What follows belongs to an exercise in optimizing a design on an open flow for small area; a production flow would make more cautious choices.
Only simulation tests tie the RTL to the original design; equivalence was not proved.
The clock port is modelled as an ideal driver; clocking choices that lean on that would not hold on a real chip.
Power figures rest on the tool's default switching activity, not on a simulated workload.

File: flow/constraint.sdc
create_clock -name core_clock -period 40.0 [get_ports {clk}]
set_input_delay 8.0000 -clock core_clock [delete_from_list [all_inputs] [get_ports {clk}]]
set_output_delay 8.0000 -clock core_clock [all_outputs]
set_load 0.01 [all_outputs]
File: flow/standard.sh
#!/bin/bash
# synth_recipe.tcl (not shown) runs the flow's synth.tcl, then flattens the netlist and writes it again
# the make line also repeats each setting of config.mk as NAME=value (left out here)
make -C /OpenROAD-flow-scripts/flow DESIGN_CONFIG=/design/flow/config.mk WORK_HOME=/design/flow/orfs CLKGATE_MAP_FILE= SYNTH_SCRIPT=/design/flow/synth_recipe.tcl "${@:-finish}"
File: flow/flow/reopt.abc
strash
dch -f
map -a
mfs2
strash
dch -f
map -a
mfs2
strash
dch -f
map -a
mfs2
strash
dch -f
map -a
mfs2
strash
dch -f
map -a
topo
File: flow/flow/reopt.sh
#!/bin/bash
# reopt.sh IN OUT LOGPREFIX : re-map the combinational logic of netlist IN into OUT,
# keeping flip-flops and full adders; then prove OUT equivalent to IN.
set -uo pipefail
IN=$1; OUT=$2; LOGP=$3
HERE=$(cd "$(dirname "$0")" && pwd)
LIB=$FLOW_HOME/platforms/sky130hd/lib/sky130_fd_sc_hd__tt_025C_1v80.lib
YOSYS=yosys
[ -x "$FLOW_HOME/../tools/install/yosys/bin/yosys" ] && YOSYS=$FLOW_HOME/../tools/install/yosys/bin/yosys
TOP=${FLOW_TOP:-ppu}
KEEP=$(grep -o 'sky130_fd_sc_hd__[a-z0-9_]*' "$IN" | sort -u | grep -E '__(df|sdf|edf|dl|fa_)' | tr '\n' ' ')
DU=$(sed 's/^/-dont_use /' "$HERE/dont_use.txt" | tr '\n' ' ')
cat > ${LOGP}_reopt.ys <<EOY
read_liberty -ignore_miss_func $LIB
read_verilog $IN
hierarchy -top $TOP
setattr -mod -set keep_hierarchy 1 $KEEP
flatten
opt_clean -purge
abc -liberty $LIB $DU -script $HERE/reopt.abc
opt_clean -purge
hilomap -singleton -hicell sky130_fd_sc_hd__conb_1 HI -locell sky130_fd_sc_hd__conb_1 LO
insbuf -buf sky130_fd_sc_hd__buf_1 A X
splitnets
opt_clean -purge
rename -enumerate -pattern ro_%
select $TOP
stat -liberty $LIB
write_verilog -noattr -noexpr -nohex -nodec -selected $OUT
EOY
$YOSYS -s ${LOGP}_reopt.ys > ${LOGP}_yosys.log 2>&1 || return 1 2>/dev/null || exit 1
cat > ${LOGP}_equiv.ys <<EOY
read_liberty -ignore_miss_func $LIB
blackbox $KEEP
read_verilog $IN
rename $TOP gold
read_verilog $OUT
rename $TOP gate
flatten
rename -hide w:_* w:ro_* w:flip*
rename -hide c:ro_* c:flip*
opt_clean -purge
equiv_make gold gate equiv
hierarchy -top equiv
equiv_simple
equiv_status -assert
EOY
$YOSYS -s ${LOGP}_equiv.ys > ${LOGP}_equiv.log 2>&1
File: flow/design.v
`timescale 1ns / 1ps
module ppu(
	input wire clk,
	input wire rst,
	input wire sync,
	input wire [2:0] mode,
	input wire [7:0] data_i,
	input wire stb_i,
	output reg ack_i,
	output reg [7:0] data_o,
	output reg stb_o,
	input wire ack_o
);
function [11:0] radd;
	input [11:0] a;
	input [11:0] b;
	input        c;
	integer i;
	reg cy;
	begin
		cy = c;
		for (i = 0; i < 12; i = i + 1) begin
			radd[i] = a[i] ^ b[i] ^ cy;
			cy = (a[i] & b[i]) | (cy & (a[i] ^ b[i]));
		end
	end
endfunction
function [7:0] res79;
	input [11:0] x;
	reg [11:0] s, p, q;
	begin
		s = radd({6'b0, x[5:0]}, {6'b0, x[11:6]}, 1'b0);
		p = radd({9'b0, s[2:0]}, {9'b0, s[5:3]}, s[6]);
		q = radd({9'b0, s[2:0]}, {9'b0, ~s[5:3]}, s[6]);
		res79 = {q[3:0], p[3:0]};
	end
endfunction
function odd11;
	input [10:0] x;
	reg [11:0] e;
	reg k;
	begin
		e = radd({7'b0, x[4:0]}, {7'b0, ~x[9:5]}, x[10]);
		k = (e[5:0] >= 6'd9 && e[5:0] <= 6'd19) || (e[5:0] >= 6'd31 && e[5:0] <= 6'd41) || (e[5:0] >= 6'd53);
		odd11 = e[0] ^ k;
	end
endfunction
reg [19:0] ring_line;
reg [9:0] sx;
reg [9:0] sy;
reg frame_alternate;
reg frame_rise;       
reg frame_counter;
reg [9:0] pattern_counter;
wire sx_end = sx[9] & sx[8] & (&sx[4:0]);    
wire sy_end = sy[9] & sy[3] & sy[2];         
always @(posedge clk or negedge rst) begin
	if (!rst) begin
		sx <= 0;
		sy <= 0;
		frame_alternate <= 0;
		frame_rise <= 0;
	end else begin
		frame_rise <= !sync & sx_end & sy_end & !frame_alternate;
		if (sync) begin
			sx <= 0;
			sy <= 0;
			frame_alternate <= 0;
		end else if (sx_end) begin
			sx <= 0;
			if (sy_end) begin
				sy <= 0;
				frame_alternate <= ~frame_alternate;
			end else begin
				sy <= radd({2'b0, sy}, 12'b0, 1'b1);
			end
		end else begin
			sx <= radd({2'b0, sx}, 12'b0, 1'b1);
		end
	end
end
always @(posedge clk or negedge rst) begin
	if (!rst) begin
		frame_counter <= 0;
		pattern_counter <= 0;
	end else begin
		if (frame_rise)
			frame_counter <= ~frame_counter;
		if (sync)
			pattern_counter <= ring_line[19:10];
		else if (frame_rise & frame_counter)
			pattern_counter <= radd({2'b0, pattern_counter}, 12'b0, 1'b1);
	end
end
always @(posedge clk or negedge rst) begin
	if (!rst) begin
		ring_line <= 20'b0;
		ack_i <= 1'b0;
	end else begin
		ack_i <= stb_i;
		if (stb_i)
			ring_line <= {ring_line[11:0], data_i};
	end
end
wire [9:0] pc = pattern_counter;
wire m1 = (mode == 3'd1);
wire m3 = (mode == 3'd3);
wire m4 = (mode == 3'd4);
wire m5 = (mode == 3'd5);
reg [11:0] ysel, pca, xsel;
always @(*) begin
	case (mode[2:1])
		2'b00: ysel = {2'b0, sy};             
		2'b01: ysel = {3'b0, sy[9:1]};        
		default: ysel = mode[0] ? {5'b0, sy[9:3]} : {4'b0, sy[9:2]};  
	endcase
	pca  = m5 ? {4'b0, pc[9:2]} : {2'b0, pc};
	case (mode[2:1])
		2'b00: xsel = {2'b0, sx};             
		2'b01: xsel = {3'b0, sx[9:1]};        
		default: xsel = mode[0] ? {5'b0, sx[9:3]} : {3'b0, sy[9:1]};  
	endcase
end
wire [11:0] ay_f = radd(ysel, pca, 1'b0);
wire [11:0] ax_f = radd(xsel, {2'b0, pc & {10{~m5}}}, 1'b0);
wire [11:0] ky = {10'b0, mode[1], 1'b1};              
wire [11:0] kx = {10'b0, mode[1], ~m5};               
wire [11:0] ay = {1'b0, ay_f[10:0]};
wire [11:0] ax = {1'b0, ax_f[10:0]};
wire [11:0] by_f = radd(ay, ky, 1'b0);
wire [11:0] bx_f = radd(ax, kx, 1'b0);
wire [11:0] by = {1'b0, by_f[10:0]};
wire [11:0] bx = {1'b0, bx_f[10:0]};
wire [11:0] sx2 = {4'b0, sx[9:2]};
wire [11:0] op1 = ay ^ (m4 ? sx2 : ax);
function [10:0] flips;
	input [10:0] a;
	input [1:0]  k;
	integer i;
	reg c;
	begin
		flips[0] = k[0];
		c = a[0] & k[0];
		flips[1] = k[1] ^ c;
		c = (a[1] & k[1]) | (c & (a[1] ^ k[1]));
		for (i = 2; i < 11; i = i + 1) begin
			flips[i] = c;
			c = c & a[i];
		end
	end
endfunction
wire [10:0] op2f = op1[10:0] ^ flips(ay[10:0], ky[1:0]) ^ flips(ax[10:0], kx[1:0]);
wire [11:0] op2 = m4 ? ({ax[10:0], sy[0]} ^ {2'b0, sx}) : {1'b0, op2f};
wire [7:0]  op3 = sy[9:2] ^ sx[9:2];
wire [7:0] q1 = res79(op1);
wire [7:0] q2 = res79(op2);
wire [7:0] q3 = res79({4'b0, op3});
function z7;    
	input [3:0] t;
	z7 = (t == 0) | (t == 7) | (t == 14);
endfunction
function lo7;   
	input [3:0] t;
	lo7 = (t == 0) | (t == 7) | (t == 14) | (t == 1) | (t == 8) | (t == 15);
endfunction
function odd7;  
	input [3:0] t;
	odd7 = (t == 1) | (t == 3) | (t == 5) | (t == 8) | (t == 10) | (t == 12) | (t == 15);
endfunction
function z9;    
	input [3:0] t;
	z9 = (t == 7);
endfunction
function lo9;   
	input [3:0] t;
	lo9 = (t == 7) | (t == 8);
endfunction
wire lo1_1 = lo7(q1[3:0]) & lo9(q1[7:4]);
wire lo1_2 = lo7(q2[3:0]) & lo9(q2[7:4]);
wire fu = odd7(q1[3:0]) | odd11(op1[10:0]);
wire fv = odd7(q2[3:0]) | odd11(op2[10:0]);
reg [2:0] random_pattern;   
reg pixel_pattern_r, pixel_pattern_g, pixel_pattern_b;
wire slot = ~stb_o;   
always @(posedge clk or negedge rst) begin
	if (!rst) begin
		data_o <= 0;
		stb_o <= 0;
		random_pattern <= 0;
		pixel_pattern_r <= 0;
		pixel_pattern_g <= 0;
		pixel_pattern_b <= 0;
	end else if (slot) begin
		stb_o <= 1'b1;
		case (mode)
			3'd0: data_o <= data_i;
			3'd1: data_o[7:2] <= {{2{lo1_1}}, {2{~lo1_1}}, {2{lo1_2}}};
			3'd2: data_o[7:1] <= {{2{sx[5]}}, {2{sx[6]}}, {2{sx[7]}}, 1'b0};
			3'd3: begin
				random_pattern <= {ring_line[4], ring_line[2], ring_line[0]};
				pixel_pattern_r <= fu ^ random_pattern[0];
				pixel_pattern_g <= fu ^ random_pattern[1];
				pixel_pattern_b <= fv ^ random_pattern[2];
				data_o <= {{2{pixel_pattern_r}}, {2{pixel_pattern_g}},
				           {2{pixel_pattern_b}}, 2'b00};
			end
			3'd4: data_o <= {{2{z7(q1[3:0])}}, {2{z7(q2[3:0])}}, {2{z7(q3[3:0])}}, 2'b00};
			3'd5: data_o <= z9(q2[7:4]) ? 8'b01010100 : (z9(q1[7:4]) ? 8'b11100100 : 8'b00000000);
			default: ;
		endcase
	end else if (ack_o) begin
		stb_o <= 1'b0;
	end
end
endmodule
File: flow/flow/run.sh
#!/bin/bash
# Standard ORFS layout with three changes:
#  - after the standard synthesis, the combinational logic is mapped again with
#    a stronger ABC area script (flow/reopt.sh); flip-flops and full adders are
#    kept as they are, and the result is proven equivalent with yosys (equiv_*)
#    before it replaces the standard netlist;
#  - port buffers use the smallest buffer cell (buf_1);
#  - clock tree synthesis uses clkbuf_8 and adds no dummy loads.
set -euo pipefail
export BUFFER_PORTS_ARGS="-buffer_cell sky130_fd_sc_hd__buf_1"
export CTS_ARGS="-sink_clustering_enable -repair_clock_nets -dont_use_dummy_load -buf_list sky130_fd_sc_hd__clkbuf_16 -sink_clustering_size 80 -sink_clustering_max_diameter 1000 -sink_buffer_max_cap_derate 1.0"
R=orfs/results/${FLOW_PLATFORM}/ppu/base
bash standard.sh synth > standard_synth.log 2>&1
cp $R/1_2_yosys.v standard_1_2_yosys.v
if bash flow/reopt.sh standard_1_2_yosys.v reopt_1_2_yosys.v reopt; then
  cp reopt_1_2_yosys.v $R/1_2_yosys.v
  echo "reopt: using re-mapped netlist" > reopt_status.log
else
  echo "reopt: failed, keeping the standard netlist" > reopt_status.log
fi
bash standard.sh > standard.log 2>&1
File: flow/flow/dont_use.txt
sky130_fd_sc_hd__lpflow_bleeder_1
sky130_fd_sc_hd__lpflow_clkbufkapwr_1
sky130_fd_sc_hd__lpflow_clkbufkapwr_16
sky130_fd_sc_hd__lpflow_clkbufkapwr_2
sky130_fd_sc_hd__lpflow_clkbufkapwr_4
sky130_fd_sc_hd__lpflow_clkbufkapwr_8
sky130_fd_sc_hd__lpflow_clkinvkapwr_1
sky130_fd_sc_hd__lpflow_clkinvkapwr_16
sky130_fd_sc_hd__lpflow_clkinvkapwr_2
sky130_fd_sc_hd__lpflow_clkinvkapwr_4
sky130_fd_sc_hd__lpflow_clkinvkapwr_8
sky130_fd_sc_hd__lpflow_decapkapwr_12
sky130_fd_sc_hd__lpflow_decapkapwr_3
sky130_fd_sc_hd__lpflow_decapkapwr_4
sky130_fd_sc_hd__lpflow_decapkapwr_6
sky130_fd_sc_hd__lpflow_decapkapwr_8
sky130_fd_sc_hd__lpflow_inputiso0n_1
sky130_fd_sc_hd__lpflow_inputiso0p_1
sky130_fd_sc_hd__lpflow_inputiso1n_1
sky130_fd_sc_hd__lpflow_inputiso1p_1
sky130_fd_sc_hd__lpflow_inputisolatch_1
sky130_fd_sc_hd__lpflow_isobufsrc_1
sky130_fd_sc_hd__lpflow_isobufsrc_16
sky130_fd_sc_hd__lpflow_isobufsrc_2
sky130_fd_sc_hd__lpflow_isobufsrc_4
sky130_fd_sc_hd__lpflow_isobufsrc_8
sky130_fd_sc_hd__lpflow_isobufsrckapwr_16
sky130_fd_sc_hd__lpflow_lsbuf_lh_hl_isowell_tap_1
sky130_fd_sc_hd__lpflow_lsbuf_lh_hl_isowell_tap_2
sky130_fd_sc_hd__lpflow_lsbuf_lh_hl_isowell_tap_4
sky130_fd_sc_hd__lpflow_lsbuf_lh_isowell_4
sky130_fd_sc_hd__lpflow_lsbuf_lh_isowell_tap_1
sky130_fd_sc_hd__lpflow_lsbuf_lh_isowell_tap_2
sky130_fd_sc_hd__lpflow_lsbuf_lh_isowell_tap_4
sky130_fd_sc_hd__probe_p_8
sky130_fd_sc_hd__probec_p_8
File: flow/config.mk
export PLATFORM = sky130hd
export DESIGN_NAME = ppu
export DESIGN_NICKNAME = ppu
export VERILOG_FILES = /design/flow/design.v
export SDC_FILE = /design/flow/constraint.sdc
export NUM_CORES = 4
export LEC_CHECK = 0
export ABC_AREA = 1
export CAP_MARGIN = 20
export CORE_MARGIN = 2
export CORE_UTILIZATION = 40
export SLEW_MARGIN = 20
==> results of run 1 <==
## per-stage QoR
step                area (µm²)  power, µW  setup slack (ns)
finish                    6330        593             21.80
CTS                       6330        594             21.93
global placement          6100        507             21.97
detailed placement        6100        525             21.60
floorplan                 5790        422             23.19
global route              6330        663             21.03
## per-layer routing
layer / part of all wire / up-vias
met5: 0 / -
met4: 0.024 / 0
met3: 0.050 / 28
met2: 0.47 / 141
met1: 0.45 / 2438
li1: - / 2452
## layout by cell type (no fill, tap or decap), types with 2 or more instances in the layout
cell type,instances
clkinv_1,129
nor2_1,108
o21ai_0,84
nand2_1,78
dfrtp_1,69
fa_1,53
a21oi_1,49
xor2_1,34
buf_1,24
nor3_1,20
xnor2_1,18
o221ai_1,11
o22ai_1,10
clkbuf_16,9
nand3_1,9
o32ai_1,8
a31oi_1,6
o211ai_1,4
a221oi_1,4
o21bai_1,4
buf_4,3
mux2_2,3
o31ai_1,3
nand4_1,3
a211oi_1,2
a21boi_0,2
## power groups by stage
stage | sequential, µW | clock [µW] | combinational, µW
CTS | 84.8 | 66.7 | 442
global route | 85.9 | 69.6 | 508
detailed placement | 85.9 | 0 | 439
global placement | 85.7 | 0 | 421
floorplan | 83.9 | 0 | 339
finish | 84.7 | 65.4 | 443
## how the worst min path moves through the flow
stage                                      to  slack, ns
3_3_place_gp        ring_line[17]$_DFFE_PN0P_       0.47
4_1_cts        pattern_counter[5]$_DFFE_PN0P_       0.49
6_report       pattern_counter[5]$_DFFE_PN0P_       0.49
3_5_place_dp   pattern_counter[5]$_DFFE_PN0P_       0.48
2_1_floorplan       ring_line[11]$_DFFE_PN0P_       0.45
5_1_grt        pattern_counter[5]$_DFFE_PN0P_       0.51
## layout make-up
type,count,share of cell area
inverter,129,0.0765
timing repair buffer,28,0.0186
clock buffer,9,0.0356
multi-input combinational,520,0.561
sequential,69,0.273
tap,180,0.0356
## worst max-delay path: cells and delay by family
kind	cells	cell delay [ns]
AO/OA/AOI/OAI	8	1.62
XOR/XNOR	3	0.76
adder cells (fa/ha/maj)	14	5.16
buffers and inverters	8	1.15
AND/OR/NAND/NOR	8	1.68
## sequential cells by signal, indices dropped and copies added, names as in the netlist
signal           cells
frame_counter        1
pixel_pattern_b      1
ack_i                1
frame_alternate      1
pixel_pattern_r      1
frame_rise           1
pixel_pattern_g      1
data_o               8
stb_o                1
ring_line           20
sy                  10
pattern_counter     10
sx                  10
random_pattern       3
==> out/metrics.csv, run 1 <==
metric,value,unit
register area,1730,µm²
initial antenna violation count,0,
Initial DRC Count,461,
Worst Path Max Fanout,15,
combinational share of power,0.747,
design internal power,288,µW
CTS root buf,clkbuf_16,
Crit Path Category,in -> reg,
Non-Filler Instances,935,
clk sink count,69,
outcome,timing/DRC/antenna clean,
post-cts resize count,0,
Final TNS setup,0,ns
reg2reg setup slack,30.53,ns
Max rail drop VDD,0.0791,mV
via count,5059,
Synthesized Nets,795,
Worst Setup SP,mode[2],
met2 Use GR,0.352,
Fill cells,1411,
placer congestion estimate,1.02,
Fin Clk Skew,0.0199,ns
H-tree depth,3,
Total GRT Usage,0.213,
"Setup Fix Bufs, Post-CTS",0,
"Period Utilization, post-route",0.455,
GR Util met1,0.286,
max-slew violation count,0,
"Max stage delay cell, worst path",nor2_1,
Worst-Margin Slew,0.973,ns
Overflow after GRT,0,
Reg-to-Reg Start,sx[3]$_DFF_PN0_,
vias in the first global route,4973,
drt pass-1 iters,6,
crit path time final,18.20,ns
Clock power frac,0.110,
Worst Hold Depth,1,
"Top cell by count, worst path",fa_1,
CTS Buf Count,9,
CTS Hold Buffers Added,0,
Area Growth Syn to Fin,9.34,%
"Largest stage delay, worst path",0.77,ns
total number of yosys warnings,1,
CP endpoint kind,flop,
"Clk pin slew, worst setup/hold paths",0.05,ns
WL final,15900,µm
DPL Wire Length,12900,µm
maxcap violations,0,
Ant. Diodes,0,
Sw Ratio,0.514,
final setup vio count,0,
layout cells sized above 1,0.0265,
Placed Instances,926,
global-route wire length before repair,26100,µm
die width,124,µm
Starting Density,0.414,
DRC violations left,0,
Clock Latency Late Sink,0.34,ns
post-synthesis cell count,726,
slew margin rel.,0.349,
GR peak layer,met2,
CP endpoint,data_o[4]$_DFFE_PN0P_,
mapped cell area,5790,µm²
Rows,43,
CP arrival,18.39,ns
port buffer count,25,
P_leak,0.00238,µW
number of placed I/O pins,26,
CTS tree,done,
PD cells,93.8,nW/µm²
share of total power in sequential cells,0.143,
largest net degree at the start of global routing,70,
Worst Hold Launch,pattern_counter[5]$_DFFE_PN0P_,
Avg Inst Size Synth,7.97,µm²
CTS max path bufs,2,
final net count,826,
final hold slack,0.486,ns
unrepaired setup endpoints after global routing,false,
WP data required,40.20,ns
die area,15400,µm²
post-DR wirelength/cell,17.0,µm
switching power,305,µW
met3 GRT Util,0.0361,
Worst Hold Class,reg -> reg,
Layout Utilization,0.452,
r2r endpoint,data_o[4]$_DFFE_PN0P_,
multi-input logic area,3550,µm²
"Hold Vio Cnt, Final",0,
vias per cell,5.41,
highest clock rate,55.0,MHz
core area,14000,µm²
critical path startpoint category,input pin,
R2R depth,40,
Die Ht,124,µm
Final ANT Viol Nets,0,
==> run 2: changes to the inputs <==
--- a/flow/flow/run.sh
+++ b/flow/flow/run.sh
@@ -9,5 +9,5 @@
 set -euo pipefail
 export BUFFER_PORTS_ARGS="-buffer_cell sky130_fd_sc_hd__buf_1"
-export CTS_ARGS="-sink_clustering_enable -repair_clock_nets -dont_use_dummy_load -buf_list sky130_fd_sc_hd__clkbuf_16 -sink_clustering_size 80 -sink_clustering_max_diameter 1000 -sink_buffer_max_cap_derate 1.0"
+export CTS_ARGS="-sink_clustering_enable -repair_clock_nets -dont_use_dummy_load -buf_list sky130_fd_sc_hd__clkbuf_8"
 R=orfs/results/${FLOW_PLATFORM}/ppu/base
 bash standard.sh synth > standard_synth.log 2>&1
--- a/flow/flow/reopt.sh
+++ b/flow/flow/reopt.sh
@@ -38,6 +38,5 @@
 rename $TOP gate
 flatten
-rename -hide w:_* w:ro_* w:flip*
-rename -hide c:ro_* c:flip*
+rename -hide w:_*
 opt_clean -purge
 equiv_make gold gate equiv
==> run 2 against run 1 <==
Total power fell by 3.8%. Wire length fell by 0.89%. Cell count did not move. Critical endpoint unchanged. Highest routed layer unchanged.
==> out/metrics.csv, run 2 <==
metric,value,unit,change
highest clock rate,55.1,MHz,was 55.0 MHz
PD cells,91.7,nW/µm²,was 93.8 nW/µm²
combinational share of power,0.776,,was 0.747
layout cells sized above 1,0.0265,,unchanged
Layout Utilization,0.445,,was 0.452
Worst-Margin Slew,0.961,ns,was 0.973 ns
Starting Density,0.414,,unchanged
design internal power,269,µW,was 288 µW
Worst Hold Class,reg -> reg,,unchanged
global-route wire length before repair,26000,µm,was 26100 µm
max reg flops,20,,unchanged
"Period Utilization, post-route",0.454,,was 0.455
WP data required,40.20,ns,about the same
"Max stage delay cell, worst path",nor2_1,,unchanged
DPL Wire Length,12900,µm,unchanged
Total GRT Usage,0.211,,was 0.213
vias in the first global route,4933,,was 4973
Top reg by flops,ring_line,,unchanged
design area,6220,µm²,was 6330 µm²
maxcap violations,0,,unchanged
initial antenna violation count,0,,unchanged
max-slew violation count,0,,unchanged
dpl cell area,6100,µm²,unchanged
CP endpoint kind,flop,,unchanged
H-tree depth,3,,unchanged
unrepaired setup endpoints after global routing,false,,unchanged
slew margin rel.,0.357,,was 0.349
die width,124,µm,unchanged
number of placed I/O pins,26,,unchanged
Final TNS setup,0,ns,unchanged
"Top cell by count, worst path",fa_1,,unchanged
crit path time final,18.16,ns,was 18.20 ns
Synthesized Nets,795,,unchanged
"Setup Fix Bufs, Post-CTS",0,,unchanged
placer congestion estimate,1.02,,unchanged
switching power,302,µW,was 305 µW
"commonest non-fill, non-tap cell in the layout",clkinv_1,,unchanged
"Largest stage delay, worst path",0.76,ns,was 0.77 ns
Die Ht,124,µm,unchanged
Final ANT Viol Nets,0,,unchanged
share of total power in sequential cells,0.148,,was 0.143
Clock Latency Late Sink,0.35,ns,was 0.34 ns
"Clk pin slew, worst setup/hold paths",0.06,ns,was 0.05 ns
"Hold Vio Cnt, Final",0,,unchanged
core area,14000,µm²,unchanged
outcome,timing/DRC/antenna clean,,unchanged
critical path startpoint category,input pin,,unchanged
Rows,43,,unchanged
post-synthesis cell count,726,,unchanged
WL final,15800,µm,was 15900 µm
total number of yosys warnings,1,,unchanged
die area,15400,µm²,unchanged
via count,5043,,was 5059
most frequent cells in the layout,"129 x clkinv_1, 108 x nor2_1, 84 x o21ai_0",,unchanged
port buffer count,25,,unchanged
Max rail drop VDD,0.0794,mV,was 0.0791 mV
Avg Inst Size Synth,7.97,µm²,unchanged
Ant. Diodes,0,,unchanged
CTS root buf,clkbuf_8,,was clkbuf_16
Crit Path Category,in -> reg,,unchanged
CTS max path bufs,2,,unchanged
CTS tree,done,,unchanged
final net count,826,,unchanged
DRC violations left,0,,unchanged
Worst Path Max Fanout,15,,unchanged
Fin Clk Skew,0.0324,ns,was 0.0199 ns
post-cts resize count,0,,unchanged
mapped cell area,5790,µm²,unchanged
vias per cell,5.39,,was 5.41
reg2reg setup slack,30.52,ns,was 30.53 ns
P_leak,0.00233,µW,was 0.00238 µW
post-DR wirelength/cell,16.9,µm,was 17.0 µm
CP arrival,18.36,ns,was 18.39 ns
Overflow after GRT,0,,unchanged
CTS Hold Buffers Added,0,,unchanged
Clock power frac,0.076,,was 0.110
CTS Buf Count,9,,unchanged
Sw Ratio,0.529,,was 0.514
Initial DRC Count,353,,was 461
largest net degree at the start of global routing,70,,unchanged
clk sink count,69,,unchanged
R2R depth,40,,unchanged
drt pass-1 iters,5,,was 6
Area Growth Syn to Fin,7.59,%,was 9.34%
final setup vio count,0,,unchanged
Worst Hold Depth,1,,unchanged
Power Total,571,µW,was 593 µW
-- run 2: final cells by class --
cell class,count,area (µm²)
Clock buffer,9,124
Fill cell,1430,7760
Inverter,129,484
Multi-Input combinational cell,520,3550
Sequential cell,69,1730
Tap cell,180,225
Timing Repair Buffer,28,118
-- run 2: final timing paths --
check	startpoint	end
setup / recovery	mode[2]	data_o[4]$_DFFE_PN0P_
hold / removal	pattern_counter[5]$_DFFE_PN0P_	pattern_counter[5]$_DFFE_PN0P_
setup reg to reg	sx[3]$_DFF_PN0_	data_o[4]$_DFFE_PN0P_
hold reg to reg	pattern_counter[5]$_DFFE_PN0P_	pattern_counter[5]$_DFFE_PN0P_
max in group asynchronous	rst	pattern_counter[9]$_DFFE_PN0P_
min in group asynchronous	rst	sy[1]$_DFFE_PN0P_
-- run 2: routing by layer --
metal	wire length, µm	GRT usage
met1	7230	0.287
met2	7450	0.349
met3	733	0.0348
met4	369	0.0621
met5	0	0
-- run 2: critical path: cells and delay by family --
family	cells	cell delay, ns
fa+ha+maj	14	5.14
simple gates	8	1.68
compound gates	8	1.61
buf+inv	8	1.13
xor+xnor	3	0.76
-- run 2: metrics by stage --
step | hold WS [ns] | cells | setup WS, ns
floorplan | 0.448 | 726 | 23.19
global placement | 0.472 | 926 | 21.97
detailed placement | 0.481 | 926 | 21.60
CTS | 0.491 | 935 | 21.95
global route | 0.514 | 935 | 21.04
finish | 0.489 | 935 | 21.84
-- run 2: power groups by stage --
stage                     registers, µW  logic, µW  clock network [µW]
after floorplan                    83.9        339                   0
after global placement             85.7        421                   0
after detailed placement           85.9        439                   0
after CTS                          84.6        442                44.9
after global routing               85.8        508                46.9
final                              84.5        443                43.1
==> run 3: changes to the inputs <==
--- a/flow/flow/run.sh
+++ b/flow/flow/run.sh
@@ -9,5 +9,6 @@
 set -euo pipefail
 export BUFFER_PORTS_ARGS="-buffer_cell sky130_fd_sc_hd__buf_1"
-export CTS_ARGS="-sink_clustering_enable -repair_clock_nets -dont_use_dummy_load -buf_list sky130_fd_sc_hd__clkbuf_8"
+export CTS_ARGS="-clk_nets clk -repair_clock_nets -dont_use_dummy_load -buf_list sky130_fd_sc_hd__clkbuf_2"
+export PRE_CTS_TCL="$PWD/flow/clock_buffer.tcl"
 R=orfs/results/${FLOW_PLATFORM}/ppu/base
 bash standard.sh synth > standard_synth.log 2>&1
==> flow/flow/clock_buffer.tcl (new file) <==
# Before clock tree synthesis: split the clock sinks into NBUF groups by
# position and drive each group from its own clkbuf_16 placed at the group's
# centre; the clock port then feeds only those NBUF buffers.
set nbuf 3
set block [ord::get_db_block]
set db [ord::get_db]
set master [$db findMaster sky130_fd_sc_hd__clkbuf_16]
set clknet [$block findNet clk]
set sinks {}
foreach it [$clknet getITerms] {
  set loc [[$it getInst] getLocation]
  lappend sinks [list [lindex $loc 0] [lindex $loc 1] $it]
}
set sinks [lsort -integer -index 0 $sinks]
set n [llength $sinks]
for {set g 0} {$g < $nbuf} {incr g} {
  set lo [expr {$g * $n / $nbuf}]
  set hi [expr {($g + 1) * $n / $nbuf - 1}]
  set net [odb::dbNet_create $block clknet_g$g]
  $net setSigType CLOCK
  set buf [odb::dbInst_create $block $master clkbuf_g$g]
  set sx 0; set sy 0; set k 0
  foreach s [lrange $sinks $lo $hi] {
    set sx [expr {$sx + [lindex $s 0]}]
    set sy [expr {$sy + [lindex $s 1]}]
    incr k
    set it [lindex $s 2]
    $it disconnect
    $it connect $net
  }
  [$buf findITerm A] connect $clknet
  [$buf findITerm X] connect $net
  $buf setLocation [expr {$sx / $k}] [expr {$sy / $k}]
  $buf setPlacementStatus PLACED
  puts "clock_buffer.tcl: clkbuf_g$g drives $k clock sinks"
}
--- a/flow/flow/reopt.sh
+++ b/flow/flow/reopt.sh
@@ -38,5 +38,6 @@
 rename $TOP gate
 flatten
-rename -hide w:_*
+rename -hide w:_* w:ro_* w:flip*
+rename -hide c:ro_* c:flip*
 opt_clean -purge
 equiv_make gold gate equiv
==> run 3 against run 2 <==
Utilization is 0.24 points lower. Combinational power about the same. Sequential cell count is the same. Still clean on timing, DRC and antenna.
==> out/metrics.csv, run 3 <==
metric,value,unit,change
maxcap violations,0,,unchanged
"Max stage delay cell, worst path",nor2_1,,unchanged
via count,5044,,was 5043
"Hold Vio Cnt, Final",0,,unchanged
Total GRT Usage,0.208,,was 0.211
most frequent cells in the layout,"129 x clkinv_1, 108 x nor2_1, 84 x o21ai_0",,unchanged
CTS Hold Buffers Added,0,,unchanged
max reg flops,20,,unchanged
"Setup Fix Bufs, Post-CTS",0,,unchanged
P_leak,0.00232,µW,was 0.00233 µW
WL final,15800,µm,about the same
combinational share of power,0.783,,was 0.776
CTS Buf Count,3,,was 9
Crit Path Category,in -> reg,,unchanged
Final ANT Viol Nets,0,,unchanged
port buffer count,25,,unchanged
final net count,823,,was 826
Fill cells,1421,,was 1430
initial antenna violation count,0,,unchanged
layout cells sized above 1,0.0226,,was 0.0265
die area,15400,µm²,unchanged
total number of yosys warnings,1,,unchanged
final setup vio count,0,,unchanged
Layout Utilization,0.443,,was 0.445
switching power,302,µW,about the same
vias per cell,5.41,,was 5.39
share of total power in sequential cells,0.149,,was 0.148
post-synthesis cell count,726,,unchanged
"Clk pin slew, worst setup/hold paths",0.11,ns,was 0.06 ns
crit path time final,18.05,ns,was 18.16 ns
"Largest stage delay, worst path",0.77,ns,was 0.76 ns
slew margin rel.,0.353,,was 0.357
Sw Ratio,0.533,,was 0.529
Clock Latency Late Sink,0.48,ns,was 0.35 ns
Die Ht,124,µm,unchanged
largest net degree at the start of global routing,70,,unchanged
Synthesized Nets,795,,unchanged
outcome,timing/DRC/antenna clean,,unchanged
drt pass-1 iters,5,,unchanged
Initial DRC Count,367,,was 353
Avg Inst Size Synth,7.97,µm²,unchanged
global-route wire length before repair,26100,µm,was 26000 µm
PD cells,91.4,nW/µm²,was 91.7 nW/µm²
Area Growth Syn to Fin,7.01,%,was 7.59%
"Period Utilization, post-route",0.451,,was 0.454
Final TNS setup,0,ns,unchanged
Ant. Diodes,0,,unchanged
pre-CTS setup slack,21.60,ns,unchanged
Overflow after GRT,0,,unchanged
mapped cell area,5790,µm²,unchanged
design internal power,264,µW,was 269 µW
WP data required,40.32,ns,was 40.20 ns
Top reg by flops,ring_line,,unchanged
Rows,43,,unchanged
design area,6190,µm²,was 6220 µm²
number of placed I/O pins,26,,unchanged
Worst-Margin Slew,0.966,ns,was 0.961 ns
final worst-path setup slack,21.95,ns,was 21.84 ns
placer congestion estimate,1.02,,unchanged
Max rail drop VDD,0.0794,mV,about the same
DRC violations left,0,,unchanged
critical path startpoint category,input pin,,unchanged
Placed Instances,926,,unchanged
CTS tree,done,,unchanged
Fin Clk Skew,0.0500,ns,was 0.0324 ns
CP endpoint kind,flop,,unchanged
vias in the first global route,4933,,unchanged
Non-Filler Instances,932,,was 935
post-DR wirelength/cell,17.0,µm,was 16.9 µm
DPL Wire Length,12900,µm,unchanged
post-cts resize count,0,,unchanged
core area,14000,µm²,unchanged
die width,124,µm,unchanged
Clock power frac,0.068,,was 0.076
max-slew violation count,0,,unchanged
Worst Hold Class,reg -> reg,,unchanged
Starting Density,0.414,,unchanged
dpl cell area,6100,µm²,unchanged
Worst Path Max Fanout,15,,unchanged
"Top cell by count, worst path",fa_1,,unchanged
CP arrival,18.38,ns,was 18.36 ns
"commonest non-fill, non-tap cell in the layout",clkinv_1,,unchanged
unrepaired setup endpoints after global routing,false,,unchanged
highest clock rate,55.4,MHz,was 55.1 MHz
run 3: power groups by stage:
stage	logic [µW]	registers, µW	clock network, µW
final	443	84.4	38.5
after global routing	508	85.7	42.0
after CTS	442	84.5	39.9
after detailed placement	439	85.9	0
after global placement	421	85.7	0
after floorplan	339	83.9	0
run 3: stage by stage:
step / hold WS, ns / total power, µW
floorplan: 0.448 / 422
global placement: 0.472 / 507
detailed placement: 0.481 / 525
CTS: 0.495 / 567
global route: 0.519 / 636
finish: 0.492 / 566
run 3: area by class of cell, without the clock buffers:
class | count | area [µm²] | area share
Buffer | 3 | 75.1 | 0.0121
Inverter | 129 | 484 | 0.0782
Multi-Input combinational cell | 520 | 3550 | 0.573
Sequential cell | 69 | 1730 | 0.279
Tap cell | 180 | 225 | 0.0364
Timing Repair Buffer | 28 | 118 | 0.0190
run 3: critical path, delay by kind of cell:
| kind | cells | cell delay, ns |
|---|---|---|
| AOI/OAI and AO/OA | 8 | 1.61 |
| xor gates and xnor gates | 3 | 0.77 |
| adders and majority gates | 14 | 5.13 |
| buffers and inverters | 8 | 1.13 |
| and+or+nand+nor | 8 | 1.69 |
run 3: metal layers:
layer	routed length (µm)	track usage	up-vias
met2	7530	0.354	155
met5	0	0	-
li1	-	-	2451
met1	7180	0.287	2409
met3	799	0.0228	29
met4	341	0.0469	0
run 3: worst paths after layout:
| path | cells past startpoint | slack [ns] | end | from |
|---|---|---|---|---|
| setup / recovery | 41 | 21.95 | data_o[4]$_DFFE_PN0P_ | mode[2] |
| hold / removal | 1 | 0.49 | pattern_counter[5]$_DFFE_PN0P_ | pattern_counter[5]$_DFFE_PN0P_ |
| setup reg to reg | 40 | 30.51 | data_o[4]$_DFFE_PN0P_ | sx[3]$_DFF_PN0_ |
| hold reg to reg | 1 | 0.49 | pattern_counter[5]$_DFFE_PN0P_ | pattern_counter[5]$_DFFE_PN0P_ |
| max in group asynchronous | 2 | 31.66 | pattern_counter[8]$_DFFE_PN0P_ | rst |
| min in group asynchronous | 2 | 7.69 | sy[0]$_DFFE_PN0P_ | rst |
==> run 4: changes to the inputs <==
==> flow/flow/clock_buffer.tcl (replaced) <==
# Before clock tree synthesis: split the clock sinks into four groups (halves
# by x, then each half by y) and drive each group from its own clock buffer
# placed at the group's centre; the clock port then feeds only those buffers.
set block [ord::get_db_block]
set db [ord::get_db]
set master [$db findMaster sky130_fd_sc_hd__clkbuf_8]
set clknet [$block findNet clk]
set sinks {}
foreach it [$clknet getITerms] {
  set loc [[$it getInst] getLocation]
  lappend sinks [list [lindex $loc 0] [lindex $loc 1] $it]
}
set sinks [lsort -integer -index 0 $sinks]
set n [llength $sinks]
set halves [list [lrange $sinks 0 [expr {$n / 2 - 1}]] [lrange $sinks [expr {$n / 2}] end]]
set groups {}
foreach h $halves {
  set h [lsort -integer -index 1 $h]
  set m [llength $h]
  lappend groups [lrange $h 0 [expr {$m / 2 - 1}]] [lrange $h [expr {$m / 2}] end]
}
set g 0
foreach grp $groups {
  set net [odb::dbNet_create $block clknet_g$g]
  $net setSigType CLOCK
  set buf [odb::dbInst_create $block $master clkbuf_g$g]
  set sx 0; set sy 0; set k 0
  foreach s $grp {
    set sx [expr {$sx + [lindex $s 0]}]
    set sy [expr {$sy + [lindex $s 1]}]
    incr k
    set it [lindex $s 2]
    $it disconnect
    $it connect $net
  }
  [$buf findITerm A] connect $clknet
  [$buf findITerm X] connect $net
  $buf setLocation [expr {$sx / $k}] [expr {$sy / $k}]
  $buf setPlacementStatus PLACED
  puts "clock_buffer.tcl: clkbuf_g$g drives $k clock sinks"
  incr g
}
==> run 4 against run 3 <==
Still clean. Synthesized cell count stayed put. Wire length increased by 0.14%. Combinational power about the same. Critical path depth did not move. Maximum frequency rose by 0.24%. Utilization decreased by 0.13 points. Cell area down 0.28%. Cell count up 0.21%. Setup slack better by 0.044 ns. Largest cell class unchanged.
==> out/metrics.csv, run 4 <==
metric,value,unit,change
outcome,timing/DRC/antenna clean,,unchanged
die area,15400,µm²,unchanged
Avg Inst Size Synth,7.97,µm²,unchanged
Area Growth Syn to Fin,6.70,%,was 7.01%
Die Ht,124,µm,unchanged
Worst Hold Launch,ring_line[3]$_DFFE_PN0P_,,was pattern_counter[5]$_DFFE_PN0P_
drt pass-1 iters,5,,unchanged
"Clk pin slew, worst setup/hold paths",0.12,ns,was 0.11 ns
"Max stage delay cell, worst path",nor2_1,,unchanged
Fin Clk Skew,0.0442,ns,was 0.0500 ns
largest net degree at the start of global routing,70,,unchanged
WL final,15900,µm,was 15800 µm
Max rail drop VDD,0.0789,mV,was 0.0794 mV
"Top cell by count, worst path",fa_1,,unchanged
P_leak,0.00231,µW,was 0.00232 µW
critical path startpoint category,input pin,,unchanged
Rows,43,,unchanged
max-slew violation count,0,,unchanged
post-cts resize count,0,,unchanged
most frequent cells in the layout,"129 x clkinv_1, 108 x nor2_1, 84 x o21ai_0",,unchanged
vias per cell,5.43,,was 5.41
r2r endpoint,data_o[4]$_DFFE_PN0P_,,unchanged
DPL Wire Length,12900,µm,unchanged
pre-CTS setup slack,21.60,ns,unchanged
post-synthesis cell count,726,,unchanged
"Largest stage delay, worst path",0.78,ns,was 0.77 ns
Overflow after GRT,0,,unchanged
post-DR wirelength/cell,17.0,µm,about the same
die width,124,µm,unchanged
port buffer count,25,,unchanged
global-route wire length before repair,26000,µm,was 26100 µm
Total GRT Usage,0.208,,unchanged
dpl cell area,6100,µm²,unchanged
Worst Hold Depth,2,,was 1
Worst-Margin Slew,0.987,ns,was 0.966 ns
maxcap violations,0,,unchanged
final setup vio count,0,,unchanged
placer congestion estimate,1.02,,unchanged
CTS Buf Count,3,,unchanged
via count,5071,,was 5044
initial antenna violation count,1,,was 0
design area,6170,µm²,was 6190 µm²
vias in the first global route,4941,,was 4933
WP data required,40.33,ns,was 40.32 ns
reg2reg setup slack,30.51,ns,about the same
CP endpoint kind,flop,,unchanged
Clock Latency Late Sink,0.48,ns,about the same
Top reg by flops,ring_line,,unchanged
Final TNS setup,0,ns,unchanged
R2R depth,40,,unchanged
max reg flops,20,,unchanged
final worst-path setup slack,21.99,ns,was 21.95 ns
"Setup Fix Bufs, Post-CTS",0,,unchanged
PD cells,90.8,nW/µm²,was 91.4 nW/µm²
final net count,824,,was 823
CP arrival,18.35,ns,was 18.38 ns
highest clock rate,55.5,MHz,was 55.4 MHz
crit path time final,18.01,ns,was 18.05 ns
Synthesized Nets,795,,unchanged
"Hold Vio Cnt, Final",0,,unchanged
layout cells sized above 1,0.0239,,was 0.0226
Worst Path Max Fanout,15,,unchanged
unrepaired setup endpoints after global routing,false,,unchanged
"Period Utilization, post-route",0.450,,was 0.451
Fill cells,1420,,was 1421
Reg-to-Reg Start,sx[3]$_DFF_PN0_,,unchanged
Starting Density,0.414,,unchanged
CTS tree,done,,unchanged
number of placed I/O pins,26,,unchanged
Hold EP,ring_line[11]$_DFFE_PN0P_,,was pattern_counter[5]$_DFFE_PN0P_
core area,14000,µm²,unchanged
Worst Hold Class,reg -> reg,,unchanged
Initial DRC Count,438,,was 367
Crit Path Category,in -> reg,,unchanged
mapped cell area,5790,µm²,unchanged
Final ANT Viol Nets,0,,unchanged
total number of yosys warnings,1,,unchanged
CTS Hold Buffers Added,0,,unchanged
DRC violations left,0,,unchanged
slew margin rel.,0.340,,was 0.353
"commonest non-fill, non-tap cell in the layout",clkinv_1,,unchanged
[run 4: changes by cell type in the layout (fill, tap and decap cells not counted), sizes merged]
cell / change
diode: +1
clkbuf: +1
[run 4: worst max-delay path: cells and delay by family]
kind	cells	cell delay (ns)
AO/OA/AOI/OAI	8	1.58
XOR/XNOR	3	0.76
adder cells (fa/ha/maj)	14	5.14
buffers and inverters	8	1.13
AND/OR/NAND/NOR	8	1.69
[run 4: worst max path at each step]
stage                  from                     to  slack, ns
floorplan           mode[2]  data_o[4]$_DFFE_PN0P_      23.19
global placement    mode[2]  data_o[4]$_DFFE_PN0P_      21.97
detailed placement  mode[2]  data_o[4]$_DFFE_PN0P_      21.60
CTS                 mode[2]  data_o[4]$_DFFE_PN0P_      22.09
global route        mode[2]  data_o[4]$_DFFE_PN0P_      21.20
finish              mode[2]  data_o[4]$_DFFE_PN0P_      21.99
[run 4: final cells by class, without the clock buffers]
type	instances	area [µm²]	share of cell area
flip-flops and latches	69	1730	0.280
well taps	180	225	0.0365
inverters	129	484	0.0784
repair buffers	28	118	0.0191
multi-input cells	520	3550	0.575
diodes	1	2.50	0.000405
plain buffers	4	55.1	0.00892
[run 4: through the flow]
stage,hold WS (ns),cells,power [µW],utilization
finish,0.468,934,561,0.441
global route,0.521,934,631,0.441
CTS,0.478,933,562,0.441
detailed placement,0.481,926,525,0.436
global placement,0.472,926,507,0.436
floorplan,0.448,726,422,-
[run 4: power breakdown]
| group | internal, µW | switching (µW) | total [µW] |
|---|---|---|---|
| sequential | 78.8 | 5.60 | 84.4 |
| combinational | 170 | 273 | 443 |
| clock | 11.2 | 22.0 | 33.2 |
[run 4: routing by layer]
layer / global-route usage / part of all wire
met5: 0 / 0
met2: 0.348 / 0.47
met1: 0.289 / 0.46
met4: 0.0549 / 0.021
met3: 0.0210 / 0.048
==> run 5: changes to the inputs <==
--- a/flow/flow/run.sh
+++ b/flow/flow/run.sh
@@ -1,4 +1,4 @@
 #!/bin/bash
-# Standard ORFS layout with three changes:
+# Standard ORFS layout (standard.sh) with these changes:
 #  - after the standard synthesis, the combinational logic is mapped again with
 #    a stronger ABC area script (flow/reopt.sh); flip-flops and full adders are
@@ -6,5 +6,8 @@
 #    before it replaces the standard netlist;
 #  - port buffers use the smallest buffer cell (buf_1);
-#  - clock tree synthesis uses clkbuf_8 and adds no dummy loads.
+#  - before clock tree synthesis, flow/clock_buffer.tcl drives the flip-flops
+#    from four clkbuf_8 (one per quadrant of the sinks); CTS then only buffers
+#    the clock port's net to those four buffers, with no dummy loads.
+# Each tool's output goes to its own log file in this folder.
 set -euo pipefail
 export BUFFER_PORTS_ARGS="-buffer_cell sky130_fd_sc_hd__buf_1"
==> run 5 against run 4 <==
Via count unchanged. Total power is the same. Wire length stayed put. Combinational power about the same. Maximum frequency unchanged. Still clean on timing, DRC and antenna. Cell area is the same. Register-to-register slack hardly changed. Worst hold slack stayed put. Area after synthesis stayed put. First-iteration DRC count did not move. Critical path type unchanged. Largest cell class unchanged.
==> out/metrics.csv, run 5 <==
metric,value,unit,change
outcome,timing/DRC/antenna clean,,unchanged
Final ANT Viol Nets,0,,unchanged
Max rail drop VDD,0.0789,mV,unchanged
core area,14000,µm²,unchanged
Initial DRC Count,438,,unchanged
"commonest non-fill, non-tap cell in the layout",clkinv_1,,unchanged
final hold slack,0.468,ns,unchanged
die width,124,µm,unchanged
Total GRT Usage,0.208,,unchanged
"Largest stage delay, worst path",0.78,ns,about the same
slew margin rel.,0.340,,unchanged
post-synthesis cell count,726,,unchanged
P_leak,0.00231,µW,unchanged
Top reg by flops,ring_line,,unchanged
"Top cell by count, worst path",fa_1,,unchanged
Reg-to-Reg Start,sx[3]$_DFF_PN0_,,unchanged
post-DR wirelength/cell,17.0,µm,unchanged
max-slew violation count,0,,unchanged
Worst Hold Launch,ring_line[3]$_DFFE_PN0P_,,unchanged
WP data required,40.33,ns,about the same
number of placed I/O pins,26,,unchanged
CP arrival,18.35,ns,about the same
vias per cell,5.43,,unchanged
"Setup Fix Bufs, Post-CTS",0,,unchanged
via count,5071,,unchanged
multi-input logic area,3550,µm²,unchanged
Avg Inst Size Synth,7.97,µm²,unchanged
CTS Buf Count,3,,unchanged
Worst Hold Class,reg -> reg,,unchanged
highest clock rate,55.5,MHz,unchanged
CTS Hold Buffers Added,0,,unchanged
"Clk pin slew, worst setup/hold paths",0.12,ns,about the same
WL final,15900,µm,unchanged
final setup vio count,0,,unchanged
Die Ht,124,µm,unchanged
vias in the first global route,4941,,unchanged
mapped cell area,5790,µm²,unchanged
critical path startpoint category,input pin,,unchanged
Clock Latency Late Sink,0.48,ns,about the same
Fill cells,1420,,unchanged
total number of yosys warnings,1,,unchanged
port buffer count,25,,unchanged
DRC violations left,0,,unchanged
maxcap violations,0,,unchanged
die area,15400,µm²,unchanged
CTS tree,done,,unchanged
global-route wire length before repair,26000,µm,unchanged
placer congestion estimate,1.02,,unchanged
Starting Density,0.414,,unchanged
Synthesized Nets,795,,unchanged
Crit Path Category,in -> reg,,unchanged
Worst Path Max Fanout,15,,unchanged
initial antenna violation count,1,,unchanged
Fin Clk Skew,0.0442,ns,unchanged
max reg flops,20,,unchanged
most frequent cells in the layout,"129 x clkinv_1, 108 x nor2_1, 84 x o21ai_0",,unchanged
Overflow after GRT,0,,unchanged
largest net degree at the start of global routing,70,,unchanged
PD cells,90.8,nW/µm²,unchanged
drt pass-1 iters,5,,unchanged
Worst-Margin Slew,0.987,ns,unchanged
"Period Utilization, post-route",0.450,,unchanged
post-cts resize count,0,,unchanged
Final TNS setup,0,ns,unchanged
Power Total,561,µW,unchanged
"Max stage delay cell, worst path",nor2_1,,unchanged
final net count,824,,unchanged
layout cells sized above 1,0.0239,,unchanged
DPL Wire Length,12900,µm,unchanged
crit path time final,18.01,ns,unchanged
Worst Setup SP,mode[2],,unchanged
Rows,43,,unchanged
register area,1730,µm²,unchanged
"Hold Vio Cnt, Final",0,,unchanged
Area Growth Syn to Fin,6.70,%,unchanged
unrepaired setup endpoints after global routing,false,,unchanged
CP endpoint kind,flop,,unchanged
==> run 5: cell counts in the layout (fill, tap and decap cells not counted) <==
Identical to the previous run, type by type.
==> run 5: worst max-delay path: cells and delay by family <==
family,cells,cell delay (ns)
fa+ha+maj,14,5.14
compound gates,8,1.58
xor+xnor,3,0.76
simple gates,8,1.69
buf+inv,8,1.13
==> run 5: through the flow <==
stage	area [µm²]	utilization	cells	setup WS (ns)
finish	6170	0.441	934	21.99
global placement	6100	0.436	926	21.97
CTS	6170	0.441	933	22.09
floorplan	5790	-	726	23.19
detailed placement	6100	0.436	926	21.60
global route	6170	0.441	934	21.20
==> run 5: routing by layer <==
| metal | GRT usage | vias up | part of all wire |
|---|---|---|---|
| met2 | 0.348 | 151 | 0.47 |
| met4 | 0.0549 | 0 | 0.021 |
| met1 | 0.289 | 2449 | 0.46 |
| met5 | 0 | - | 0 |
| li1 | - | 2447 | - |
| met3 | 0.0210 | 24 | 0.048 |
==> run 5: final timing paths <==
check                      slack (ns)  cells past startpoint                   endpoint
max in group asynchronous       31.68                      2  ring_line[10]$_DFFE_PN0P_
hold / removal                   0.47                      2  ring_line[11]$_DFFE_PN0P_
min in group asynchronous        7.70                      2          sy[1]$_DFFE_PN0P_
hold reg to reg                  0.47                      2  ring_line[11]$_DFFE_PN0P_
setup / recovery                21.99                     41      data_o[4]$_DFFE_PN0P_
setup reg to reg                30.51                     40      data_o[4]$_DFFE_PN0P_
==> run 5: layout make-up, without the clock buffers <==
type                            count  area share
Antenna cell                        1    0.000405
Timing Repair Buffer               28      0.0191
Tap cell                          180      0.0365
Inverter                          129      0.0784
Buffer                              4     0.00892
Multi-Input combinational cell    520       0.575
Sequential cell                    69       0.280
==> run 5: where the power goes <==
group          internal [µW]  switching (µW)  leakage (µW)
sequential              78.8            5.60      0.000863
clock                   11.2            22.0     0.0000412
combinational            170             273       0.00141
==> run 6: changes to the inputs <==
--- a/flow/config.mk
+++ b/flow/config.mk
@@ -7,6 +7,7 @@
 export LEC_CHECK = 0
 export ABC_AREA = 1
-export CAP_MARGIN = 20
+export CAP_MARGIN = 0
 export CORE_MARGIN = 2
 export CORE_UTILIZATION = 40
-export SLEW_MARGIN = 20
+export GPL_TIMING_DRIVEN = 0
+export SLEW_MARGIN = 0
==> run 6 against run 5 <==
Total power up 0.38%. Combinational power about the same. Utilization up 0.51 points. Worst hold slack better by 0.031 ns. Die area unchanged. Global-route usage about the same. Via count down 1.0%. Setup slack worse by 0.52 ns. Largest cell class unchanged.
==> out/metrics.csv, run 6 <==
metric,value,unit,change
critical path startpoint category,input pin,,unchanged
Worst Hold Class,reg -> reg,,unchanged
placer congestion estimate,0.928,,was 1.02
die width,124,µm,unchanged
"Setup Fix Bufs, Post-CTS",0,,unchanged
Crit Path Category,in -> reg,,unchanged
number of placed I/O pins,26,,unchanged
PD cells,90.1,nW/µm²,was 90.8 nW/µm²
Worst-Margin Slew,1.11,ns,was 0.987 ns
CP arrival,18.86,ns,was 18.35 ns
CTS Buf Count,3,,unchanged
CP endpoint kind,flop,,unchanged
R2R depth,39,,was 40
outcome,timing/DRC/antenna clean,,unchanged
Total GRT Usage,0.208,,about the same
P_leak,0.00234,µW,was 0.00231 µW
port buffer count,25,,unchanged
post-synthesis cell count,726,,unchanged
Initial DRC Count,444,,was 438
highest clock rate,54.0,MHz,was 55.5 MHz
Worst Hold Depth,2,,unchanged
crit path time final,18.53,ns,was 18.01 ns
DPL Wire Length,12700,µm,was 12900 µm
Starting Density,0.414,,unchanged
pre-CTS setup slack,21.19,ns,was 21.60 ns
CTS tree,done,,unchanged
Worst Path Max Fanout,15,,unchanged
most frequent cells in the layout,"129 x clkinv_1, 108 x nor2_1, 84 x o21ai_0",,unchanged
Area Growth Syn to Fin,7.94,%,was 6.70%
vias per cell,5.33,,was 5.43
drt pass-1 iters,5,,unchanged
"Period Utilization, post-route",0.463,,was 0.450
"Largest stage delay, worst path",0.86,ns,was 0.78 ns
post-cts resize count,0,,unchanged
final net count,832,,was 824
final setup vio count,0,,unchanged
maxcap violations,0,,unchanged
die area,15400,µm²,unchanged
max reg flops,20,,unchanged
Fill cells,1438,,was 1420
Clock Latency Late Sink,0.47,ns,was 0.48 ns
mapped cell area,5790,µm²,unchanged
Final TNS setup,0,ns,unchanged
Fin Clk Skew,0.0307,ns,was 0.0442 ns
Final ANT Viol Nets,0,,unchanged
vias in the first global route,5066,,was 4941
via count,5018,,was 5071
max-slew violation count,0,,unchanged
Die Ht,124,µm,unchanged
"Max stage delay cell, worst path",nor2_1,,unchanged
Synthesized Nets,795,,unchanged
core area,14000,µm²,unchanged
initial antenna violation count,1,,unchanged
"Top cell by count, worst path",fa_1,,unchanged
Top reg by flops,ring_line,,unchanged
WL final,15600,µm,was 15900 µm
total number of yosys warnings,1,,unchanged
slew margin rel.,0.256,,was 0.340
post-DR wirelength/cell,16.5,µm,was 17.0 µm
Max rail drop VDD,0.0565,mV,was 0.0789 mV
largest net degree at the start of global routing,39,,was 70
layout cells sized above 1,0.0250,,was 0.0239
Avg Inst Size Synth,7.97,µm²,unchanged
final worst-path setup slack,21.47,ns,was 21.99 ns
DRC violations left,0,,unchanged
Rows,43,,unchanged
"commonest non-fill, non-tap cell in the layout",clkinv_1,,unchanged
"Hold Vio Cnt, Final",0,,unchanged
global-route wire length before repair,26200,µm,was 26000 µm
Overflow after GRT,0,,unchanged
CTS Hold Buffers Added,0,,unchanged
unrepaired setup endpoints after global routing,false,,unchanged
"Clk pin slew, worst setup/hold paths",0.13,ns,was 0.12 ns
WP data required,40.33,ns,about the same
==> run 6: where the power goes <==
group	switching (µW)	internal, µW	total, µW
clock	22.0	11.1	33.1
sequential	5.06	78.8	83.8
combinational	274	172	446
==> run 6: final timing paths <==
kind                                                 from                              to  slack (ns)
worst max-delay path                              mode[2]           data_o[4]$_DFFE_PN0P_       21.47
worst min register to register  ring_line[18]$_DFFE_PN0P_  pattern_counter[8]$_DFFE_PN0P_        0.50
worst max register to register            sx[3]$_DFF_PN0_           data_o[4]$_DFFE_PN0P_       30.18
worst min-delay path            ring_line[18]$_DFFE_PN0P_  pattern_counter[8]$_DFFE_PN0P_        0.50
max in group asynchronous                             rst           data_o[3]$_DFFE_PN0P_       31.94
min in group asynchronous                             rst  pattern_counter[1]$_DFFE_PN0P_        7.52
==> run 6: final cells by class, without the clock buffers <==
class | instances | area, µm² | share of cell area
inverters | 129 | 484 | 0.0775
plain buffers | 12 | 85.1 | 0.0136
multi-input cells | 520 | 3550 | 0.568
flip-flops and latches | 69 | 1730 | 0.276
diodes | 1 | 2.50 | 0.000401
well taps | 180 | 225 | 0.0361
repair buffers | 28 | 159 | 0.0254
==> run 6: per-stage QoR <==
stage / instances / hold slack (ns) / power (µW) / area [µm²] / utilization
4_1_cts: 941 / 0.499 / 567 / 6240 / 0.446
6_report: 942 / 0.499 / 563 / 6240 / 0.446
3_5_place_dp: 934 / 0.482 / 531 / 6170 / 0.441
3_3_place_gp: 931 / 0.470 / 507 / 6100 / 0.436
5_1_grt: 942 / 0.516 / 633 / 6240 / 0.446
2_1_floorplan: 726 / 0.448 / 422 / 5790 / -
==> run 6: critical path: cells and delay by family <==
family	cells	cell delay [ns]
AOI/OAI and AO/OA	8	1.79
xor gates and xnor gates	3	0.81
adders and majority gates	14	5.23
buffers and inverters	8	1.13
and+or+nand+nor	8	1.87
==> run 6: routing by layer <==
layer / part of all wire / vias up / track usage
met2: 0.48 / 132 / 0.350
met1: 0.45 / 2405 / 0.283
li1: - / 2462 / -
met5: 0 / - / 0
met3: 0.053 / 19 / 0.0271
met4: 0.019 / 0 / 0.0595
==> run 7: changes to the inputs <==
--- a/flow/flow/run.sh
+++ b/flow/flow/run.sh
@@ -2,5 +2,6 @@
 # Standard ORFS layout (standard.sh) with these changes:
 #  - after the standard synthesis, the combinational logic is mapped again with
-#    a stronger ABC area script (flow/reopt.sh); flip-flops and full adders are
+#    a stronger ABC area script (flow/reopt.sh, flow/reopt.abc, which
+#    includes a 60-second &deepsyn run); flip-flops and full adders are
 #    kept as they are, and the result is proven equivalent with yosys (equiv_*)
 #    before it replaces the standard netlist;
==> flow/flow/reopt.abc (replaced) <==
strash
dch -f
map -a
mfs2
strash
&get -n
&deepsyn -T 60
&put
dch -f
map -a
mfs2
strash
dch -f
map -a
mfs2
strash
dch -f
map -a
topo
--- a/flow/config.mk
+++ b/flow/config.mk
@@ -7,7 +7,6 @@
 export LEC_CHECK = 0
 export ABC_AREA = 1
-export CAP_MARGIN = 0
+export CAP_MARGIN = 20
 export CORE_MARGIN = 2
 export CORE_UTILIZATION = 40
-export GPL_TIMING_DRIVEN = 0
-export SLEW_MARGIN = 0
+export SLEW_MARGIN = 20
==> run 7 against run 6 <==
Sequential cell count unchanged. First-iteration DRC count decreased by 27%. Critical path depth decreased by 1. Area after synthesis decreased by 1.4%. Die area decreased by 1.3%. Register-to-register slack improved by 0.84 ns. Setup slack improved by 0.17 ns. Worst hold slack improved by 0.0015 ns. Clock skew decreased by 0.011 ns. Utilization decreased by 0.73 points. Synthesized cell count decreased by 1.4%.
==> out/metrics.csv, run 7 <==
metric,value,unit,change
post-synthesis cell count,716,,was 726
maxcap violations,0,,unchanged
Clock Latency Late Sink,0.48,ns,was 0.47 ns
Die Ht,123,µm,was 124 µm
Final ANT Viol Nets,0,,unchanged
vias in the first global route,4877,,was 5066
Total GRT Usage,0.211,,was 0.208
die width,123,µm,was 124 µm
Crit path max-delay family,adder cells,,unchanged
DPL Wire Length,12400,µm,was 12700 µm
"Setup Fix Bufs, Post-CTS",0,,unchanged
P_leak,0.00233,µW,was 0.00234 µW
Avg Inst Size Synth,7.97,µm²,about the same
initial antenna violation count,0,,was 1
Worst Path Max Fanout,11,,was 15
Max rail drop VDD,0.0463,mV,was 0.0565 mV
CP endpoint kind,flop,,unchanged
WL final,15200,µm,was 15600 µm
Worst Hold Class,reg -> reg,,unchanged
Buf/Inv on CP,11,,was 8
CTS Hold Buffers Added,0,,unchanged
final setup vio count,0,,unchanged
Crit Path Category,in -> reg,,unchanged
CP arrival,18.73,ns,was 18.86 ns
global-route wire length before repair,24800,µm,was 26200 µm
"Period Utilization, post-route",0.459,,was 0.463
Synthesized Nets,785,,was 795
max-slew violation count,0,,unchanged
"Clk pin slew, worst setup/hold paths",0.11,ns,was 0.13 ns
pre-CTS setup slack,21.23,ns,was 21.19 ns
highest clock rate,54.5,MHz,was 54.0 MHz
wl on met1,6900,µm,was 6960 µm
outcome,timing/DRC/antenna clean,,unchanged
"Hold Vio Cnt, Final",0,,unchanged
port buffer count,25,,unchanged
final worst-path setup slack,21.64,ns,was 21.47 ns
core area,13900,µm²,was 14000 µm²
Worst-Margin Slew,0.882,ns,was 1.11 ns
Area Growth Syn to Fin,6.84,%,was 7.94%
max reg flops,20,,unchanged
CTS tree,done,,unchanged
PD cells,89.5,nW/µm²,was 90.1 nW/µm²
crit path time final,18.36,ns,was 18.53 ns
CTS Buf Count,3,,unchanged
via count,4901,,was 5018
die area,15200,µm²,was 15400 µm²
post-DR wirelength/cell,16.4,µm,was 16.5 µm
vias per cell,5.30,,was 5.33
final net count,815,,was 832
"Top cell by count, worst path",fa_1,,unchanged
Overflow after GRT,0,,unchanged
total number of yosys warnings,1,,unchanged
Starting Density,0.411,,was 0.414
slew margin rel.,0.412,,was 0.256
"commonest non-fill, non-tap cell in the layout",clkinv_1,,unchanged
WP data required,40.37,ns,was 40.33 ns
Fin Clk Skew,0.0193,ns,was 0.0307 ns
layout cells sized above 1,0.0282,,was 0.0250
Rows,43,,unchanged
drt pass-1 iters,5,,unchanged
unrepaired setup endpoints after global routing,false,,unchanged
largest net degree at the start of global routing,70,,was 39
uppermost layer routed,met4,,unchanged
Top reg by flops,ring_line,,unchanged
metal3 WL,609,µm,was 826 µm
DRC violations left,0,,unchanged
"Largest stage delay, worst path",0.58,ns,was 0.86 ns
mapped cell area,5710,µm²,was 5790 µm²
most frequent cells in the layout,"125 x clkinv_1, 122 x nor2_1, 86 x nand2_1",,"was 129 x clkinv_1, 108 x nor2_1, 84 x o21ai_0"
critical path startpoint category,input pin,,unchanged
Final TNS setup,0,ns,unchanged
DR WL met2,7250,µm,was 7500 µm
Ant. Diodes,0,,was 1
post-cts resize count,0,,unchanged
"Max stage delay cell, worst path",nor2_1,,unchanged
Initial DRC Count,322,,was 444
placer congestion estimate,1.00,,was 0.928
Power Total,546,µW,was 563 µW
number of placed I/O pins,26,,unchanged
## run 7: area by class of cell, without the clock buffers
cell class	instances	area, µm²
buffer	4	55.1
fill	1412	7780
inverter	125	469
multi-input combinational	514	3480
sequential	69	1730
tap	180	225
timing repair buffer	29	125
## run 7: path summary, 6_finish.rpt
check                                   from                        end  slack (ns)  cells after the start
min in group asynchronous                rst          sy[3]$_DFFE_PN0P_        7.69                      2
max                                  mode[2]      data_o[2]$_DFFE_PN0P_       21.64                     40
min                          sx[0]$_DFF_PN0_            sx[0]$_DFF_PN0_        0.50                      1
min reg2reg                  sx[0]$_DFF_PN0_            sx[0]$_DFF_PN0_        0.50                      1
max reg2reg                sy[3]$_DFFE_PN0P_      data_o[2]$_DFFE_PN0P_       31.02                     36
max in group asynchronous                rst  ring_line[19]$_DFFE_PN0P_       31.70                      2
## run 7: stage by stage
step           instance area [µm²]  utilization  hold slack, ns  std cells
2_1_floorplan                 5710            -           0.448        716
4_1_cts                       6100        0.439           0.504        924
5_1_grt                       6100        0.439           0.518        924
6_report                      6100        0.439           0.500        924
3_5_place_dp                  6030        0.434           0.482        917
3_3_place_gp                  6030        0.434           0.463        917
## run 7: worst register-to-register path: cells and delay by family (launching register included)
kind	cells	cell delay [ns]
and+or+nand+nor	4	0.38
AOI/OAI and AO/OA	7	1.40
DFF	1	0.48
buffers and inverters	8	0.59
adders and majority gates	14	5.18
xor gates and xnor gates	3	0.81
## run 7: where the power goes
part	switching (µW)	internal [µW]	leakage [µW]
combinational	263	164	0.00142
sequential	6.16	79.2	0.000871
clock	22.2	11.1	0.0000412
total	291	255	0.00233
## run 7: per-layer routing
metal | track usage | vias to the layer above
li1 | - | 2357
met1 | 0.290 | 2385
met2 | 0.348 | 127
met3 | 0.0198 | 32
met4 | 0.0710 | 0
met5 | 0 | -

## static timing again, ports no longer ideal
No port has a modelled driver above. Below, the same layouts with a new extraction and two added sets of constraints. Step 1, drivers: a clkbuf_16 drives clk and a buf_2 each remaining input, both assumed. Step 2 also shifts input and output timing later by t, the mid clock arrival at the registers, as if the neighbouring blocks saw the same clock. Slacks: ideal ports / drivers / drivers and shift; pairs: ideal ports / drivers.
run	shift t [ns]	slack for setup (ns)	hold slack, ns	clock arrival spread, ns
run 1	0.373	21.805 / 21.824 / 21.451	0.486 / 0.486 / 0.486	0.020 / 0.021
run 2	0.371	21.842 / 21.854 / 21.483	0.489 / 0.489 / 0.489	0.033 / 0.032
run 3	0.484	21.945 / 21.952 / 21.468	0.492 / 0.492 / 0.492	0.050 / 0.050
run 4	0.484	21.989 / 21.997 / 21.513	0.468 / 0.468 / 0.468	0.044 / 0.044
run 5	0.484	21.989 / 21.997 / 21.513	0.468 / 0.468 / 0.468	0.044 / 0.044
run 6	0.484	21.472 / 21.479 / 20.994	0.499 / 0.499 / 0.499	0.031 / 0.031
run 7	0.499	21.643 / 21.648 / 21.149	0.500 / 0.500 / 0.500	0.019 / 0.019
After both steps every run listed still meets setup and hold. The setup slack of run 7, which loses most, moves by +0.005 ns with the drivers and by -0.494 ns with both steps.
